This design comes from an exercise in tuning for small area on the open sky130 flow, not from production work.
RTL that was checked went through simulation tests only; none was proved equivalent to the original.
No activity file was given, so power comes from the tool's default toggle rates.

==> 05-13 <==
## rv32i_alu
module rv32i_alu (
    input  logic                        i_clk,
    input  logic                        i_rst_n,
    input  logic [14-1:0]       i_alu,
    input  logic [4:0]                  i_rs1_addr,
    input  logic [31:0]                 i_rs1,
    input  logic [31:0]                 i_rs2,
    input  logic [31:0]                 i_imm,
    input  logic [2:0]                  i_funct3,
    input  logic [11-1:0]    i_opcode,
    input  logic [4-1:0] i_exception,
    input  logic [31:0]                 i_pc,
    input  logic [4:0]                  i_rd_addr,
    input  logic                        i_ce,
    input  logic                        i_stall,
    input  logic                        i_force_stall,
    input  logic                        i_flush,
    output logic [4:0]                  o_rs1_addr,
    output logic [31:0]                 o_rs1,
    output logic [31:0]                 o_rs2,
    output logic [11:0]                 o_imm,
    output logic [2:0]                  o_funct3,
    output logic [11-1:0]    o_opcode,
    output logic [4-1:0] o_exception,
    output logic [31:0]                 o_y,
    output logic [31:0]                 o_pc,
    output logic [31:0]                 o_next_pc,
    output logic                        o_change_pc,
    output logic                        o_wr_rd,
    output logic [4:0]                  o_rd_addr,
    output logic [31:0]                 o_rd,
    output logic                        o_rd_valid,
    output logic                        o_stall_from_alu,
    output logic                        o_ce,
    output logic                        o_stall,
    output logic                        o_flush
);
clock: 9.0 ns
lec_check: 0
abc_area: 1
cap_margin: 20
core_margin: 2
core_utilization: 40
cts_buf_list: sky130_fd_sc_hd__clkbuf_8
slew_margin: 20
standard.sh (not shown) runs the stock make flow with config.mk's settings and CLKGATE_MAP_FILE= SYNTH_SCRIPT=/design/flow/synth_recipe.tcl, a recipe that flattens the netlist after the stock synthesis.
==> flow/flow/run.sh <==
#!/bin/bash
# The standard layout (standard.sh), with two changes:
#  - synthesis runs flow/synth.tcl: the standard synthesis script without extract_fa and with an
#    area-oriented ABC script;
#  - the buffer that global placement puts on every input and output port is
#    sky130_fd_sc_hd__buf_1 instead of the one OpenROAD picks by default.
# The make output goes to flow_make.log; each ORFS step logs to orfs/logs/.
set -euo pipefail
cd "$(dirname "$0")/.."
bash standard.sh "SYNTH_SCRIPT=$PWD/flow/synth.tcl" \
  "BUFFER_PORTS_ARGS=-buffer_cell sky130_fd_sc_hd__buf_1" finish > flow_make.log 2>&1
==> flow/flow/area.abc <==
strash
dch -f
amap
topo
stime -c
buffer -c
dnsize -c
==> flow/flow/synth.tcl <==
# The standard synthesis script (synth_recipe.tcl in the work folder), with two changes to the
# mapping of the logic: Yosys's extract_fa pass is skipped, so ABC maps the adders together with
# the rest of the logic, and the ABC pass uses flow/area.abc, an area-oriented script, instead of
# ORFS's own. Flip-flops are mapped before ABC runs and extract_fa never touches them, so the
# registers (names, count and cell types) are those of the standard synthesis.
set my_flow_dir [file dirname [file normalize [info script]]]
proc extract_fa {args} { puts "extract_fa skipped by flow/synth.tcl" }
proc abc {args} {
  set i [lsearch -exact $args -script]
  if {$i >= 0} { lset args [expr {$i + 1}] [file join $::my_flow_dir area.abc] }
  yosys abc {*}$args
}
source [file join [file dirname $my_flow_dir] synth_recipe.tcl]
==> 11-16 (differences from 05-13) <==
--- a/flow/design.v
+++ b/flow/design.v
@@ -57,69 +57,69 @@
     logic [31:0] bx, sum;
     logic        cout;
     assign do_sub = i_alu[1] | i_alu[2] | i_alu[3] | i_alu[12] | i_alu[13];
     assign bx = b ^ {32{do_sub}};
     logic [31:0] a_p, a_g; logic [32:0] a_c;
     assign a_p = a ^ bx; assign a_g = a & bx; assign a_c[0] = do_sub;
-    logic a_G0, a_P0; assign a_G0 = (a_g[7] | (a_p[7] & (a_g[6] | (a_p[6] & (a_g[5] | (a_p[5] & (a_g[4] | (a_p[4] & (a_g[3] | (a_p[3] & (a_g[2] | (a_p[2] & (a_g[1] | (a_p[1] & a_g[0])))))))))))))); assign a_P0 = (a_p[7] & (a_p[6] & (a_p[5] & (a_p[4] & (a_p[3] & (a_p[2] & (a_p[1] & a_p[0])))))));
+    logic a_G0, a_P0; assign a_G0 = (a_g[3] | (a_p[3] & (a_g[2] | (a_p[2] & (a_g[1] | (a_p[1] & a_g[0])))))); assign a_P0 = (a_p[3] & (a_p[2] & (a_p[1] & a_p[0])));
     assign sum[0] = a_p[0] ^ a_c[0];
     assign a_c[1] = a_g[0] | (a_p[0] & a_c[0]);
     assign sum[1] = a_p[1] ^ a_c[1];
     assign a_c[2] = a_g[1] | (a_p[1] & a_c[1]);
     assign sum[2] = a_p[2] ^ a_c[2];
     assign a_c[3] = a_g[2] | (a_p[2] & a_c[2]);
     assign sum[3] = a_p[3] ^ a_c[3];
-    assign a_c[4] = a_g[3] | (a_p[3] & a_c[3]);
+    logic a_G1, a_P1; assign a_G1 = (a_g[7] | (a_p[7] & (a_g[6] | (a_p[6] & (a_g[5] | (a_p[5] & a_g[4])))))); assign a_P1 = (a_p[7] & (a_p[6] & (a_p[5] & a_p[4])));
     assign sum[4] = a_p[4] ^ a_c[4];
     assign a_c[5] = a_g[4] | (a_p[4] & a_c[4]);
     assign sum[5] = a_p[5] ^ a_c[5];
     assign a_c[6] = a_g[5] | (a_p[5] & a_c[5]);
     assign sum[6] = a_p[6] ^ a_c[6];
     assign a_c[7] = a_g[6] | (a_p[6] & a_c[6]);
     assign sum[7] = a_p[7] ^ a_c[7];
-    logic a_G1, a_P1; assign a_G1 = (a_g[15] | (a_p[15] & (a_g[14] | (a_p[14] & (a_g[13] | (a_p[13] & (a_g[12] | (a_p[12] & (a_g[11] | (a_p[11] & (a_g[10] | (a_p[10] & (a_g[9] | (a_p[9] & a_g[8])))))))))))))); assign a_P1 = (a_p[15] & (a_p[14] & (a_p[13] & (a_p[12] & (a_p[11] & (a_p[10] & (a_p[9] & a_p[8])))))));
+    logic a_G2, a_P2; assign a_G2 = (a_g[11] | (a_p[11] & (a_g[10] | (a_p[10] & (a_g[9] | (a_p[9] & a_g[8])))))); assign a_P2 = (a_p[11] & (a_p[10] & (a_p[9] & a_p[8])));
     assign sum[8] = a_p[8] ^ a_c[8];
     assign a_c[9] = a_g[8] | (a_p[8] & a_c[8]);
     assign sum[9] = a_p[9] ^ a_c[9];
     assign a_c[10] = a_g[9] | (a_p[9] & a_c[9]);
     assign sum[10] = a_p[10] ^ a_c[10];
     assign a_c[11] = a_g[10] | (a_p[10] & a_c[10]);
     assign sum[11] = a_p[11] ^ a_c[11];
-    assign a_c[12] = a_g[11] | (a_p[11] & a_c[11]);
+    logic a_G3, a_P3; assign a_G3 = (a_g[15] | (a_p[15] & (a_g[14] | (a_p[14] & (a_g[13] | (a_p[13] & a_g[12])))))); assign a_P3 = (a_p[15] & (a_p[14] & (a_p[13] & a_p[12])));
     assign sum[12] = a_p[12] ^ a_c[12];
     assign a_c[13] = a_g[12] | (a_p[12] & a_c[12]);
     assign sum[13] = a_p[13] ^ a_c[13];
     assign a_c[14] = a_g[13] | (a_p[13] & a_c[13]);
     assign sum[14] = a_p[14] ^ a_c[14];
     assign a_c[15] = a_g[14] | (a_p[14] & a_c[14]);
     assign sum[15] = a_p[15] ^ a_c[15];
-    logic a_G2, a_P2; assign a_G2 = (a_g[23] | (a_p[23] & (a_g[22] | (a_p[22] & (a_g[21] | (a_p[21] & (a_g[20] | (a_p[20] & (a_g[19] | (a_p[19] & (a_g[18] | (a_p[18] & (a_g[17] | (a_p[17] & a_g[16])))))))))))))); assign a_P2 = (a_p[23] & (a_p[22] & (a_p[21] & (a_p[20] & (a_p[19] & (a_p[18] & (a_p[17] & a_p[16])))))));
+    logic a_G4, a_P4; assign a_G4 = (a_g[19] | (a_p[19] & (a_g[18] | (a_p[18] & (a_g[17] | (a_p[17] & a_g[16])))))); assign a_P4 = (a_p[19] & (a_p[18] & (a_p[17] & a_p[16])));
     assign sum[16] = a_p[16] ^ a_c[16];
     assign a_c[17] = a_g[16] | (a_p[16] & a_c[16]);
     assign sum[17] = a_p[17] ^ a_c[17];
     assign a_c[18] = a_g[17] | (a_p[17] & a_c[17]);
     assign sum[18] = a_p[18] ^ a_c[18];
     assign a_c[19] = a_g[18] | (a_p[18] & a_c[18]);
     assign sum[19] = a_p[19] ^ a_c[19];
-    assign a_c[20] = a_g[19] | (a_p[19] & a_c[19]);
+    logic a_G5, a_P5; assign a_G5 = (a_g[23] | (a_p[23] & (a_g[22] | (a_p[22] & (a_g[21] | (a_p[21] & a_g[20])))))); assign a_P5 = (a_p[23] & (a_p[22] & (a_p[21] & a_p[20])));
     assign sum[20] = a_p[20] ^ a_c[20];
     assign a_c[21] = a_g[20] | (a_p[20] & a_c[20]);
     assign sum[21] = a_p[21] ^ a_c[21];
     assign a_c[22] = a_g[21] | (a_p[21] & a_c[21]);
     assign sum[22] = a_p[22] ^ a_c[22];
     assign a_c[23] = a_g[22] | (a_p[22] & a_c[22]);
     assign sum[23] = a_p[23] ^ a_c[23];
-    logic a_G3, a_P3; assign a_G3 = (a_g[31] | (a_p[31] & (a_g[30] | (a_p[30] & (a_g[29] | (a_p[29] & (a_g[28] | (a_p[28] & (a_g[27] | (a_p[27] & (a_g[26] | (a_p[26] & (a_g[25] | (a_p[25] & a_g[24])))))))))))))); assign a_P3 = (a_p[31] & (a_p[30] & (a_p[29] & (a_p[28] & (a_p[27] & (a_p[26] & (a_p[25] & a_p[24])))))));
+    logic a_G6, a_P6; assign a_G6 = (a_g[27] | (a_p[27] & (a_g[26] | (a_p[26] & (a_g[25] | (a_p[25] & a_g[24])))))); assign a_P6 = (a_p[27] & (a_p[26] & (a_p[25] & a_p[24])));
     assign sum[24] = a_p[24] ^ a_c[24];
     assign a_c[25] = a_g[24] | (a_p[24] & a_c[24]);
     assign sum[25] = a_p[25] ^ a_c[25];
     assign a_c[26] = a_g[25] | (a_p[25] & a_c[25]);
     assign sum[26] = a_p[26] ^ a_c[26];
     assign a_c[27] = a_g[26] | (a_p[26] & a_c[26]);
     assign sum[27] = a_p[27] ^ a_c[27];
-    assign a_c[28] = a_g[27] | (a_p[27] & a_c[27]);
+    logic a_G7, a_P7; assign a_G7 = (a_g[31] | (a_p[31] & (a_g[30] | (a_p[30] & (a_g[29] | (a_p[29] & a_g[28])))))); assign a_P7 = (a_p[31] & (a_p[30] & (a_p[29] & a_p[28])));
     assign sum[28] = a_p[28] ^ a_c[28];
     assign a_c[29] = a_g[28] | (a_p[28] & a_c[28]);
     assign sum[29] = a_p[29] ^ a_c[29];
     assign a_c[30] = a_g[29] | (a_p[29] & a_c[29]);
     assign sum[30] = a_p[30] ^ a_c[30];
     assign a_c[31] = a_g[30] | (a_p[30] & a_c[30]);
@@ -127,18 +127,42 @@
     logic a_X0; assign a_X0 = a_G0 | (a_P0 & a_c[0]);
     logic a_G1_0; assign a_G1_0 = a_G1 | (a_P1 & a_X0);
     logic a_G2_0; assign a_G2_0 = a_G2 | (a_P2 & a_G1);
     logic a_P2_0; assign a_P2_0 = a_P2 & a_P1;
     logic a_G3_0; assign a_G3_0 = a_G3 | (a_P3 & a_G2);
     logic a_P3_0; assign a_P3_0 = a_P3 & a_P2;
+    logic a_G4_0; assign a_G4_0 = a_G4 | (a_P4 & a_G3);
+    logic a_P4_0; assign a_P4_0 = a_P4 & a_P3;
+    logic a_G5_0; assign a_G5_0 = a_G5 | (a_P5 & a_G4);
+    logic a_P5_0; assign a_P5_0 = a_P5 & a_P4;
+    logic a_G6_0; assign a_G6_0 = a_G6 | (a_P6 & a_G5);
+    logic a_P6_0; assign a_P6_0 = a_P6 & a_P5;
+    logic a_G7_0; assign a_G7_0 = a_G7 | (a_P7 & a_G6);
+    logic a_P7_0; assign a_P7_0 = a_P7 & a_P6;
     logic a_G2_1; assign a_G2_1 = a_G2_0 | (a_P2_0 & a_X0);
     logic a_G3_1; assign a_G3_1 = a_G3_0 | (a_P3_0 & a_G1_0);
-    assign a_c[8] = a_X0;
-    assign a_c[16] = a_G1_0;
-    assign a_c[24] = a_G2_1;
-    assign a_c[32] = a_G3_1;
+    logic a_G4_1; assign a_G4_1 = a_G4_0 | (a_P4_0 & a_G2_0);
+    logic a_P4_1; assign a_P4_1 = a_P4_0 & a_P2_0;
+    logic a_G5_1; assign a_G5_1 = a_G5_0 | (a_P5_0 & a_G3_0);
+    logic a_P5_1; assign a_P5_1 = a_P5_0 & a_P3_0;
+    logic a_G6_1; assign a_G6_1 = a_G6_0 | (a_P6_0 & a_G4_0);
+    logic a_P6_1; assign a_P6_1 = a_P6_0 & a_P4_0;
+    logic a_G7_1; assign a_G7_1 = a_G7_0 | (a_P7_0 & a_G5_0);
+    logic a_P7_1; assign a_P7_1 = a_P7_0 & a_P5_0;
+    logic a_G4_2; assign a_G4_2 = a_G4_1 | (a_P4_1 & a_X0);
+    logic a_G5_2; assign a_G5_2 = a_G5_1 | (a_P5_1 & a_G1_0);
+    logic a_G6_2; assign a_G6_2 = a_G6_1 | (a_P6_1 & a_G2_1);
+    logic a_G7_2; assign a_G7_2 = a_G7_1 | (a_P7_1 & a_G3_1);
+    assign a_c[4] = a_X0;
+    assign a_c[8] = a_G1_0;
+    assign a_c[12] = a_G2_1;
+    assign a_c[16] = a_G3_1;
+    assign a_c[20] = a_G4_2;
+    assign a_c[24] = a_G5_2;
+    assign a_c[28] = a_G6_2;
+    assign a_c[32] = a_G7_2;
     assign cout = a_c[32];
     logic ltu, lt, eq;
     assign ltu = ~cout;
     assign lt  = (a[31] ^ b[31]) ? a[31] : ltu;
     assign eq  = ~|a_p;   
     logic [31:0] a_rev, sh_in, sh_out, sh_rev;
@@ -293,18 +317,12 @@
     assign s_rdt = op_lui | op_auipc;
     assign s_rdp = ~i_flush & (op_jal | op_jalr);
     logic [31:0] y_d, rd_d;
     assign y_d  = yc | ({32{~cap}} & o_y);
     assign rd_d = ({32{s_rdy}} & yc) | ({32{cap & s_rdt}} & target) |
                   ({32{cap & s_rdp}} & pc4) | ({32{~cap}} & o_rd);
-    logic [3:0] op_enc, op_code;
-    always_comb begin
-        op_enc = 4'd0;
-        for (int j = 0; j < 11; j++) op_enc = op_enc | (i_opcode[j] ? 4'(j + 1) : 4'd0);
-    end
-    always_comb for (int j = 0; j < 11; j++) o_opcode[j] = (op_code == 4'(j + 1));
     always_ff @(posedge i_clk, negedge i_rst_n) begin
         if (!i_rst_n) begin
             o_exception      <= 0;
             o_ce             <= 0;
             o_stall_from_alu <= 0;
         end else begin
@@ -315,13 +333,13 @@
             if (!stall) o_ce <= i_ce & ~i_flush;
             else if (!i_stall) o_ce <= 0;
         end
     end
     always_ff @(posedge i_clk) begin
         if (i_rst_n && capture) begin
-            op_code    <= op_enc;
+            o_opcode   <= i_opcode;
             o_rs1_addr <= i_rs1_addr;
             o_rs1      <= i_rs1;
             o_rs2      <= i_rs2;
             o_rd_addr  <= i_rd_addr;
             o_imm      <= i_imm[11:0];
             o_funct3   <= i_funct3;
==> flow/flow/run.sh (replaced) <==
#!/bin/bash
# The standard layout (standard.sh), with two changes:
#  - synthesis runs flow/synth.tcl: the standard synthesis script with an area-oriented ABC script;
#  - the buffer that global placement puts on every input and output port is
#    sky130_fd_sc_hd__buf_1 instead of the one OpenROAD picks by default.
# The make output goes to flow_make.log; each ORFS step logs to orfs/logs/.
set -euo pipefail
cd "$(dirname "$0")/.."
bash standard.sh "SYNTH_SCRIPT=$PWD/flow/synth.tcl" \
  "BUFFER_PORTS_ARGS=-buffer_cell sky130_fd_sc_hd__buf_1" finish > flow_make.log 2>&1
==> flow/flow/area.abc (replaced) <==
strash
dch
amap
topo
stime -c
buffer -c
upsize -c
dnsize -c
==> flow/flow/synth.tcl (replaced) <==
# The standard synthesis script (synth_recipe.tcl in the work folder), with one change: the
# ABC pass maps the logic with flow/area.abc, an area-oriented script, instead of ORFS's own.
# Flip-flops are mapped before ABC runs, so the registers are those of the standard synthesis.
set my_flow_dir [file dirname [file normalize [info script]]]
proc abc {args} {
  set i [lsearch -exact $args -script]
  if {$i >= 0} { lset args [expr {$i + 1}] [file join $::my_flow_dir area.abc] }
  yosys abc {*}$args
}
source [file join [file dirname $my_flow_dir] synth_recipe.tcl]
--- a/flow/config.mk
+++ b/flow/config.mk
@@ -6,8 +6,9 @@
 export NUM_CORES = 4
 export LEC_CHECK = 0
 export ABC_AREA = 1
 export CAP_MARGIN = 20
 export CORE_MARGIN = 2
 export CORE_UTILIZATION = 40
-export CTS_BUF_LIST = sky130_fd_sc_hd__clkbuf_8
+export CTS_CLUSTER_DIAMETER = 150
+export CTS_CLUSTER_SIZE = 25
 export SLEW_MARGIN = 20
==> qor summary <==
Number of well taps: 11-16 448; 05-13 396
Met2 track demand over resource: 11-16 0.454; 05-13 0.533
Worst-case vdd ir drop: 11-16 0.102 mV; 05-13 0.0955 mV
Register share of the cell area: 11-16 0.335; 05-13 0.337
Net switching fraction of the power: 11-16 0.366; 05-13 0.398
Run status: 11-16 complete, no violations; 05-13 complete, no violations
Post-Place Worst Slack: 11-16 -0.382 ns; 05-13 0.115 ns
Portion of synthesized cell area occupied by the leading cell type: 11-16 0.296; 05-13 0.300
Highest net fanout along the worst path: 11-16 4; 05-13 8
Via count: 11-16 13.0k; 05-13 14.7k
Register-to-register setup slack: 11-16 8.26 ns; 05-13 8.24 ns
Number of fill cells in the layout: 11-16 3277; 05-13 3120
Post-route setup slack: 11-16 0.215 ns; 05-13 0.248 ns
Number of storage elements in the synthesis netlist: 11-16 202; 05-13 195
Met2 Wirelength: 11-16 23700 um; 05-13 26000 um
Global-route wire length before repair: 11-16 75900 um; 05-13 82800 um
Fraction of the mapped netlist area in adder cells: 11-16 0.150; 05-13 0
Antenna violations before repair: 11-16 2; 05-13 1
Fin cells: 11-16 2215; 05-13 2401
Switching power total: 11-16 1.03 mW; 05-13 1.07 mW
Resize count post-CTS: 11-16 11; 05-13 0
Function not checked in 11-16: the RTL went through the layout flow alone.

[static timing again, ports no longer ideal]
The flow's constraints put no driver on any port. The routed layouts listed below were extracted and timed again, unchanged, in two steps.
Step 1 assumes that a clkbuf_16 drives the clock port and a buf_2 every other input.
Step 2, shift: input delay + t, output delay - t, t = (earliest + latest rising clock arrival at the registers) / 2. This alone moves slack from input paths to output paths.
Three values: ideal, step 1, step 2; two values: the first two.
run | shift t [ns] | setup WS [ns] | latest minus earliest clock arrival (ns) | worst register clock-pin slew, ns | pins driven straight from the clock port
05-13 | 0.566 | 0.248 / 0.205 / 0.205 | 0.025 / 0.024 | 0.12 / 0.12 | 1
11-16 | 0.524 | 0.215 / 0.076 / 0.076 | 0.031 / 0.031 | 0.11 / 0.11 | 1
After both steps setup and hold are still met in every run listed. For 11-16, which loses most, drivers alone change the setup slack by -0.139 ns; drivers and shift together by -0.139 ns.
